From an optimization exercise on the open Yosys and OpenROAD flow, aimed at small area; shortcuts taken in it are not production practice. In this exercise RTL edits were held to simulation tests only and were not proved equivalent to the original. Power figures rest on the tool's default switching activity, not on a simulated workload.

== JK ==
Design hispi_rx, start of the top module:
module hispi_rx(
	input [47:0] data_in,
	output [63:0] data_out,
	output data_valid,
	output frame_start,
	input clk,
	input rst
);
Size in the first run: roughly 2700 cells after synthesis, ~290 flip-flops, roughly 120 I/O pins, roughly 0.019 mm^2 of cells after synthesis.
export LEC_CHECK = 0
export ABC_AREA = 1
export CAP_MARGIN = 20
export CORE_MARGIN = 2
export CORE_UTILIZATION = 40
export SLEW_MARGIN = 20
export SYNTH_MEMORY_MAX_BITS = 131072
create_clock -name core_clock -period 10.0 [get_ports {clk}]
standard.sh (not shown) runs the stock make flow with config.mk's settings and CLKGATE_MAP_FILE= SYNTH_SCRIPT=/design/flow/synth_recipe.tcl, a recipe that flattens the netlist after the stock synthesis.
==> flow/flow/run.sh <==
#!/bin/bash
# Layout flow: the standard flow (standard.sh) with these changes:
#  - synthesis: ABC maps the logic with area-oriented scripts (flow/abc*.script)
#    instead of ORFS's abc_area.script, and Yosys's extract_fa is skipped.
#    The synthesis is run once per script and the one with the smallest cell
#    area is kept. Registers come out exactly as in the standard synthesis
#    (ABC only maps the logic between them).
#  - CTS: no dummy loads, clkbuf_8 clock buffers;
#  - port buffers: every input and output port still gets a buffer,
#    sky130_fd_sc_hd__buf_1.
# Each tool's output goes to a log file in this folder (and ORFS's own logs
# under orfs*/logs).
set -euo pipefail
W=$(pwd)
cp config.mk own_config.mk
cat >> own_config.mk <<'MK'
export CTS_ARGS = -sink_clustering_enable -repair_clock_nets -dont_use_dummy_load -buf_list sky130_fd_sc_hd__clkbuf_8
export BUFFER_PORTS_ARGS = -buffer_cell sky130_fd_sc_hd__buf_1
MK
# own_synth_<n>.tcl: synth_recipe.tcl with ABC script <n> and no extract_fa
mk_synth() {
  cat > "$W/own_synth_$1.tcl" <<TCL
proc abc {args} {
  set i [lsearch -exact \$args -script]
  if { \$i >= 0 } { lset args [expr {\$i + 1}] $W/flow/abc$1.script }
  yosys abc {*}\$args
}
proc extract_fa {args} { puts "extract_fa skipped" }
source $W/synth_recipe.tcl
TCL
}
# own_standard_<n>.sh: standard.sh with that synthesis, in work home $2
mk_std() {
  sed -e "s#SYNTH_SCRIPT=[^ ]*#SYNTH_SCRIPT=$W/own_synth_$1.tcl#" \
      -e "s#DESIGN_CONFIG=[^ ]*#DESIGN_CONFIG=$W/own_config.mk#" \
      -e "s#WORK_HOME=[^ ]*#WORK_HOME=$2#" standard.sh > "own_standard_$1.sh"
  grep -q "SYNTH_SCRIPT=$W/own_synth_$1.tcl" "own_standard_$1.sh"
  grep -q "WORK_HOME=$2 " "own_standard_$1.sh"
}
best=""; best_area=""
for f in flow/abc*.script; do
  n=$(basename "$f" .script); n=${n#abc}
  mk_synth "$n"
  mk_std "$n" "$W/orfs_try$n"
  bash "own_standard_$n.sh" synth > "synth_try$n.log" 2>&1 &
done
wait
for f in flow/abc*.script; do
  n=$(basename "$f" .script); n=${n#abc}
  st="$W/orfs_try$n/reports/sky130hd/hispi_rx/base/synth_stat.txt"
  a=$(grep -m1 "Chip area for module" "$st" | awk '{print $NF}') || continue
  echo "script $n: area $a" >> synth_choice.log
  if [[ -z "$best" ]] || awk -v a="$a" -v b="$best_area" 'BEGIN{exit !(a < b)}'; then
    best=$n; best_area=$a
  fi
done
echo "chosen: script $best ($best_area)" >> synth_choice.log
mk_std "$best" "$W/orfs"
cp "own_standard_$best.sh" own_standard.sh
bash own_standard.sh synth > synth.log 2>&1
bash own_standard.sh finish > finish.log 2>&1
test -f out/final.def
Other scripts of this flow, unchanged in this note and not shown: flow/flow/abc1.script, flow/flow/abc2.script, flow/flow/abc3.script, flow/flow/abc4.script, flow/flow/abc5.script, flow/flow/abc6.script, flow/flow/abc7.script, flow/flow/abc8.script, flow/flow/abc9.script
### JK -> MS
--- a/flow/design.v
+++ b/flow/design.v
@@ -70,20 +70,16 @@
 wire [4:0] g1_1 = {r2_1[4] & zero_prefix(d1[59:48], r2_1[3:0]), r2_1[3:0]};
 wire [4:0] g1_2 = {r2_2[4] & zero_prefix(d2[59:48], r2_2[3:0]), r2_2[3:0]};
 wire [4:0] g1_3 = {r2_3[4] & zero_prefix(d3[59:48], r2_3[3:0]), r2_3[3:0]};
 wire [4:0] g0_0 = r1_0, g0_1 = r1_1, g0_2 = r1_2, g0_3 = r1_3;
 reg [3:0] bo0, bo1, bo2, bo3;
 reg [1:0] wo1, wo2, wo3;
 reg al1, al2, al3;
-wire eq0 = ((({4{g1_0[4]}} & g1_0[3:0]) | ({4{g2_0[4]}} & g2_0[3:0])) == bo0);
-wire a0 = g1_0[4] & eq0;
-wire s0 = g2_0[4] & eq0;
-wire [3:0] gb1 = ({4{g0_1[4]}} & g0_1[3:0]) | ({4{g1_1[4]}} & g1_1[3:0]) | ({4{g2_1[4]}} & g2_1[3:0]);
-wire [3:0] gb2 = ({4{g0_2[4]}} & g0_2[3:0]) | ({4{g1_2[4]}} & g1_2[3:0]) | ({4{g2_2[4]}} & g2_2[3:0]);
-wire [3:0] gb3 = ({4{g0_3[4]}} & g0_3[3:0]) | ({4{g1_3[4]}} & g1_3[3:0]) | ({4{g2_3[4]}} & g2_3[3:0]);
+wire a0 = g1_0[4] & (g1_0[3:0] == bo0);
+wire s0 = g2_0[4] & (g2_0[3:0] == bo0);
 reg [3:0] state;
 reg ffs;
 reg [4:0] pc;
 reg [31:0] h;
 reg hfs;
 wire in_pix = (state == 4'd8);
 wire [14:0] sh0a = (bo0[3:2] == 2'd0) ? d0[26:12] : (bo0[3:2] == 2'd1) ? d0[30:16] : d0[34:20];
@@ -122,17 +118,25 @@
 	ns3 <= {nw3, ns3[47:12]};
 	r2_0 <= g2_0; r2_1 <= g2_1; r2_2 <= g2_2; r2_3 <= g2_3;
 	r1_0 <= g1_0; r1_1 <= g1_1; r1_2 <= g1_2; r1_3 <= g1_3;
 	if (g0_0[4]) bo0 <= g0_0[3:0];
 	if (g0_1[4]) bo1 <= g0_1[3:0];
 	if (g0_2[4]) bo2 <= g0_2[3:0];
 	if (g0_3[4]) bo3 <= g0_3[3:0];
-	if (a0 && (g0_1[4] | g1_1[4] | g2_1[4]) && gb1 == bo1) begin wo1 <= {g2_1[4], g1_1[4]}; al1 <= 1'b1; end
-	if (a0 && (g0_2[4] | g1_2[4] | g2_2[4]) && gb2 == bo2) begin wo2 <= {g2_2[4], g1_2[4]}; al2 <= 1'b1; end
-	if (a0 && (g0_3[4] | g1_3[4] | g2_3[4]) && gb3 == bo3) begin wo3 <= {g2_3[4], g1_3[4]}; al3 <= 1'b1; end
+	if (a0) begin
+		if (g0_1[4] && g0_1[3:0] == bo1) begin wo1 <= 2'd0; al1 <= 1'b1; end
+		if (g1_1[4] && g1_1[3:0] == bo1) begin wo1 <= 2'd1; al1 <= 1'b1; end
+		if (g2_1[4] && g2_1[3:0] == bo1) begin wo1 <= 2'd2; al1 <= 1'b1; end
+		if (g0_2[4] && g0_2[3:0] == bo2) begin wo2 <= 2'd0; al2 <= 1'b1; end
+		if (g1_2[4] && g1_2[3:0] == bo2) begin wo2 <= 2'd1; al2 <= 1'b1; end
+		if (g2_2[4] && g2_2[3:0] == bo2) begin wo2 <= 2'd2; al2 <= 1'b1; end
+		if (g0_3[4] && g0_3[3:0] == bo3) begin wo3 <= 2'd0; al3 <= 1'b1; end
+		if (g1_3[4] && g1_3[3:0] == bo3) begin wo3 <= 2'd1; al3 <= 1'b1; end
+		if (g2_3[4] && g2_3[3:0] == bo3) begin wo3 <= 2'd2; al3 <= 1'b1; end
+	end
 	case (state)
 		4'd0: if (al1 & al2 & al3) state <= 4'd1;
 		4'd1: if (s0) state <= 4'd2;
 		4'd2: state <= 4'd3;
 		4'd3: state <= 4'd4;
 		4'd4: state <= 4'd5;
 		4'd5: begin
## What came out
JK tops out at a lower clock frequency than MS.
MS vs JK, routed length on met2 went down by 5000 um.
Global-route wire length before repair ends up higher on JK.
Re number of antenna violations at the first check in global routing: MS is 2 up on JK.
Taking JK as the reference, in MS wire length on met3 was more or less identical; multi-input combinational cell count went down by about 2.4%.

---

hispi_rx, a different RTL version from the one above (not shown whole).
Size: roughly 2700 cells after synthesis, about 120 I/O pins, ~0.018 sq mm of cells after synthesis.
==> flow/config.mk <==
export PLATFORM = sky130hd
export DESIGN_NAME = hispi_rx
export DESIGN_NICKNAME = hispi_rx
export VERILOG_FILES = /design/flow/design.v
export SDC_FILE = /design/flow/constraint.sdc
export NUM_CORES = 4
export LEC_CHECK = 0
export ABC_AREA = 1
export CAP_MARGIN = 20
export CORE_MARGIN = 2
export CORE_UTILIZATION = 40
export GPL_TIMING_DRIVEN = 0
export SLEW_MARGIN = 20
export SYNTH_MEMORY_MAX_BITS = 131072
==> flow/constraint.sdc <==
create_clock -name core_clock -period 10.0 [get_ports {clk}]
set_input_delay 2.0000 -clock core_clock [delete_from_list [all_inputs] [get_ports {clk}]]
set_output_delay 2.0000 -clock core_clock [all_outputs]
set_load 0.01 [all_outputs]
==> flow/flow/run.sh <==
#!/bin/bash
# Layout flow: the standard flow (standard.sh) with these changes:
#  - synthesis: ABC maps the logic with area-oriented scripts (flow/abc*.script)
#    instead of ORFS's abc_area.script, and Yosys's extract_fa is skipped.
#    The synthesis is run once per script and the one with the smallest cell
#    area is kept. Registers come out exactly as in the standard synthesis
#    (ABC only maps the logic between them).
#  - CTS: no dummy loads, clkbuf_16 clock buffers, clusters of up to 20 sinks;
#  - port buffers: every input and output port still gets a buffer,
#    sky130_fd_sc_hd__buf_1.
# Each tool's output goes to a log file in this folder (and ORFS's own logs
# under orfs*/logs).
set -euo pipefail
W=$(pwd)
cp config.mk own_config.mk
cat >> own_config.mk <<'MK'
export CTS_ARGS = -sink_clustering_enable -repair_clock_nets -dont_use_dummy_load -buf_list sky130_fd_sc_hd__clkbuf_16 -sink_clustering_size 20 -sink_clustering_max_diameter 100
export BUFFER_PORTS_ARGS = -buffer_cell sky130_fd_sc_hd__buf_1
MK
# own_synth_<n>.tcl: synth_recipe.tcl with ABC script <n> and no extract_fa
mk_synth() {
  cat > "$W/own_synth_$1.tcl" <<TCL
proc abc {args} {
  set i [lsearch -exact \$args -script]
  if { \$i >= 0 } { lset args [expr {\$i + 1}] $W/flow/abc$1.script }
  yosys abc {*}\$args
}
proc extract_fa {args} { puts "extract_fa skipped" }
source $W/synth_recipe.tcl
TCL
}
# own_standard_<n>.sh: standard.sh with that synthesis, in work home $2
mk_std() {
  sed -e "s#SYNTH_SCRIPT=[^ ]*#SYNTH_SCRIPT=$W/own_synth_$1.tcl#" \
      -e "s#DESIGN_CONFIG=[^ ]*#DESIGN_CONFIG=$W/own_config.mk#" \
      -e "s#WORK_HOME=[^ ]*#WORK_HOME=$2#" standard.sh > "own_standard_$1.sh"
  grep -q "SYNTH_SCRIPT=$W/own_synth_$1.tcl" "own_standard_$1.sh"
  grep -q "WORK_HOME=$2 " "own_standard_$1.sh"
}
best=""; best_area=""
for f in flow/abc*.script; do
  n=$(basename "$f" .script); n=${n#abc}
  mk_synth "$n"
  mk_std "$n" "$W/orfs_try$n"
  bash "own_standard_$n.sh" synth > "synth_try$n.log" 2>&1 &
done
wait
for f in flow/abc*.script; do
  n=$(basename "$f" .script); n=${n#abc}
  st="$W/orfs_try$n/reports/sky130hd/hispi_rx/base/synth_stat.txt"
  a=$(grep -m1 "Chip area for module" "$st" | awk '{print $NF}') || continue
  echo "script $n: area $a" >> synth_choice.log
  if [[ -z "$best" ]] || awk -v a="$a" -v b="$best_area" 'BEGIN{exit !(a < b)}'; then
    best=$n; best_area=$a
  fi
done
echo "chosen: script $best ($best_area)" >> synth_choice.log
mk_std "$best" "$W/orfs"
cp "own_standard_$best.sh" own_standard.sh
bash own_standard.sh synth > synth.log 2>&1
bash own_standard.sh finish > finish.log 2>&1
test -f out/final.def
Other scripts of this flow, unchanged in this note and not shown: flow/flow/abc1.script, flow/flow/abc2.script, flow/flow/abc3.script, flow/flow/abc4.script, flow/flow/abc5.script, flow/flow/abc6.script, flow/flow/abc7.script, flow/flow/abc8.script, flow/flow/abc9.script
==> next run, changes <==
--- a/flow/design.v
+++ b/flow/design.v
@@ -65,22 +65,22 @@
 wire [4:0] g2_2 = match_now(d2[59:24], post_rst);
 wire [4:0] g2_3 = match_now(d3[59:24], post_rst);
 reg [4:0] r2_0, r2_1, r2_2, r2_3;    
 reg [4:0] r1_0, r1_1, r1_2, r1_3;    
 wire [4:0] g1_0 = {r2_0[4] & zero_prefix(d0[59:48], r2_0[3:0]), r2_0[3:0]};
 wire [4:0] g1_1 = {r2_1[4] & zero_prefix(d1[59:48], r2_1[3:0]), r2_1[3:0]};
 wire [4:0] g1_2 = {r2_2[4] & zero_prefix(d2[59:48], r2_2[3:0]), r2_2[3:0]};
 wire [4:0] g1_3 = {r2_3[4] & zero_prefix(d3[59:48], r2_3[3:0]), r2_3[3:0]};
 wire [4:0] g0_0 = r1_0, g0_1 = r1_1, g0_2 = r1_2, g0_3 = r1_3;
 reg [3:0] bo0, bo1, bo2, bo3;
-reg [1:0] wo1, wo2, wo3;    
-wire al1 = (wo1 != 2'd3), al2 = (wo2 != 2'd3), al3 = (wo3 != 2'd3);
+reg [1:0] wo1, wo2, wo3;
+reg al1, al2, al3;
 wire eq0 = ((({4{g1_0[4]}} & g1_0[3:0]) | ({4{g2_0[4]}} & g2_0[3:0])) == bo0);
 wire a0 = g1_0[4] & eq0;
 wire s0 = g2_0[4] & eq0;
 wire [3:0] gb1 = ({4{g0_1[4]}} & g0_1[3:0]) | ({4{g1_1[4]}} & g1_1[3:0]) | ({4{g2_1[4]}} & g2_1[3:0]);
 wire [3:0] gb2 = ({4{g0_2[4]}} & g0_2[3:0]) | ({4{g1_2[4]}} & g1_2[3:0]) | ({4{g2_2[4]}} & g2_2[3:0]);
 wire [3:0] gb3 = ({4{g0_3[4]}} & g0_3[3:0]) | ({4{g1_3[4]}} & g1_3[3:0]) | ({4{g2_3[4]}} & g2_3[3:0]);
 reg [3:0] state;
 reg ffs;
 reg [4:0] pc;
 reg [31:0] h;
@@ -119,23 +119,23 @@
 	ns0 <= {nw0, ns0[47:24]};
 	ns1 <= {nw1, ns1[47:12]};
 	ns2 <= {nw2, ns2[47:12]};
 	ns3 <= {nw3, ns3[47:12]};
 	r2_0 <= g2_0; r2_1 <= g2_1; r2_2 <= g2_2; r2_3 <= g2_3;
 	r1_0 <= g1_0; r1_1 <= g1_1; r1_2 <= g1_2; r1_3 <= g1_3;
 	if (g0_0[4]) bo0 <= g0_0[3:0];
 	if (g0_1[4]) bo1 <= g0_1[3:0];
 	if (g0_2[4]) bo2 <= g0_2[3:0];
 	if (g0_3[4]) bo3 <= g0_3[3:0];
-	if (a0 && (g0_1[4] | g1_1[4] | g2_1[4]) && gb1 == bo1) wo1 <= {g2_1[4], g1_1[4]};
-	if (a0 && (g0_2[4] | g1_2[4] | g2_2[4]) && gb2 == bo2) wo2 <= {g2_2[4], g1_2[4]};
-	if (a0 && (g0_3[4] | g1_3[4] | g2_3[4]) && gb3 == bo3) wo3 <= {g2_3[4], g1_3[4]};
+	if (a0 && (g0_1[4] | g1_1[4] | g2_1[4]) && gb1 == bo1) begin wo1 <= {g2_1[4], g1_1[4]}; al1 <= 1'b1; end
+	if (a0 && (g0_2[4] | g1_2[4] | g2_2[4]) && gb2 == bo2) begin wo2 <= {g2_2[4], g1_2[4]}; al2 <= 1'b1; end
+	if (a0 && (g0_3[4] | g1_3[4] | g2_3[4]) && gb3 == bo3) begin wo3 <= {g2_3[4], g1_3[4]}; al3 <= 1'b1; end
 	case (state)
 		4'd0: if (al1 & al2 & al3) state <= 4'd1;
 		4'd1: if (s0) state <= 4'd2;
 		4'd2: state <= 4'd3;
 		4'd3: state <= 4'd4;
 		4'd4: state <= 4'd5;
 		4'd5: begin
 			case (code)
 				12'h001: state <= 4'd8;
 				12'h003: begin ffs <= 1'b1; state <= 4'd8; end
@@ -154,21 +154,22 @@
 	endcase
 	if (dv) pc <= pc + 5'd1;
 	h <= grp;
 	hfs <= gfs;
 	post_rst <= {post_rst[0], 1'b0};
 	if (rst) begin
 		post_rst <= 2'b01;
 		r2_0[4] <= 1'b0; r2_1[4] <= 1'b0; r2_2[4] <= 1'b0; r2_3[4] <= 1'b0;
 		r1_0[4] <= 1'b0; r1_1[4] <= 1'b0; r1_2[4] <= 1'b0; r1_3[4] <= 1'b0;
 		bo0 <= 4'd0; bo1 <= 4'd0; bo2 <= 4'd0; bo3 <= 4'd0;
-		wo1 <= 2'd3; wo2 <= 2'd3; wo3 <= 2'd3;
+		wo1 <= 2'd0; wo2 <= 2'd0; wo3 <= 2'd0;
+		al1 <= 1'b0; al2 <= 1'b0; al3 <= 1'b0;
 		state <= 4'd0;
 		ffs <= 1'b0;
 		pc <= 5'd0;
 	end
 end
 endmodule
 module hispi_rx_log(input [11:0] x, output [7:0] y);
 wire [7:0] g;
 wire n_new_n100;
 wire n_new_n101;
After rerunning:
- The new run finished with timing, DRC and antenna clean
- routed wire length rises by 2.0%
- non-clock buffer count came out lower by 1
- count of clock-buffer cells in the layout stays the same
- worst setup slack gets better by 0.12 ns
- register-to-register slack improved by 0.16 ns
- sequential cell count climbs by 3
- die area barely changes
- worst hold slack degrades by 0.0039 ns
- clock skew came out lower by 0.017 ns
- clock power barely changes

[what the ideal ports hide]
No port has a modelled driver above. Below, the same layouts with a new extraction and two added sets of constraints.
Step 1 assumes that a clkbuf_16 drives the clock port and a buf_2 every other input.
Step 2 also shifts input and output timing later by t, the mid clock arrival at the registers, as if the neighbouring blocks saw the same clock.
Slacks: no drivers / after step 1 / after step 2; pairs: no drivers / after step 1.
run | t, ns | setup WS [ns] | worst hold slack (ns) | worst setup path at the end | worst slew at a driven data input, ns
JK | 0.649 | 0.499 / 0.445 / 1.094 | 0.324 / 0.324 / 0.324 | register to output | 0.10
MS | 0.647 | 0.724 / 0.666 / 1.312 | 0.341 / 0.341 / 0.341 | register to output | 0.12
the first run of note 2 | 0.598 | 0.352 / 0.293 / 0.891 | 0.351 / 0.351 / 0.351 | register to output | 0.06
the second run of note 2 | 0.596 | 0.475 / 0.416 / 1.012 | 0.347 / 0.347 / 0.347 | register to output | 0.09
After both steps every run listed still meets setup and hold.
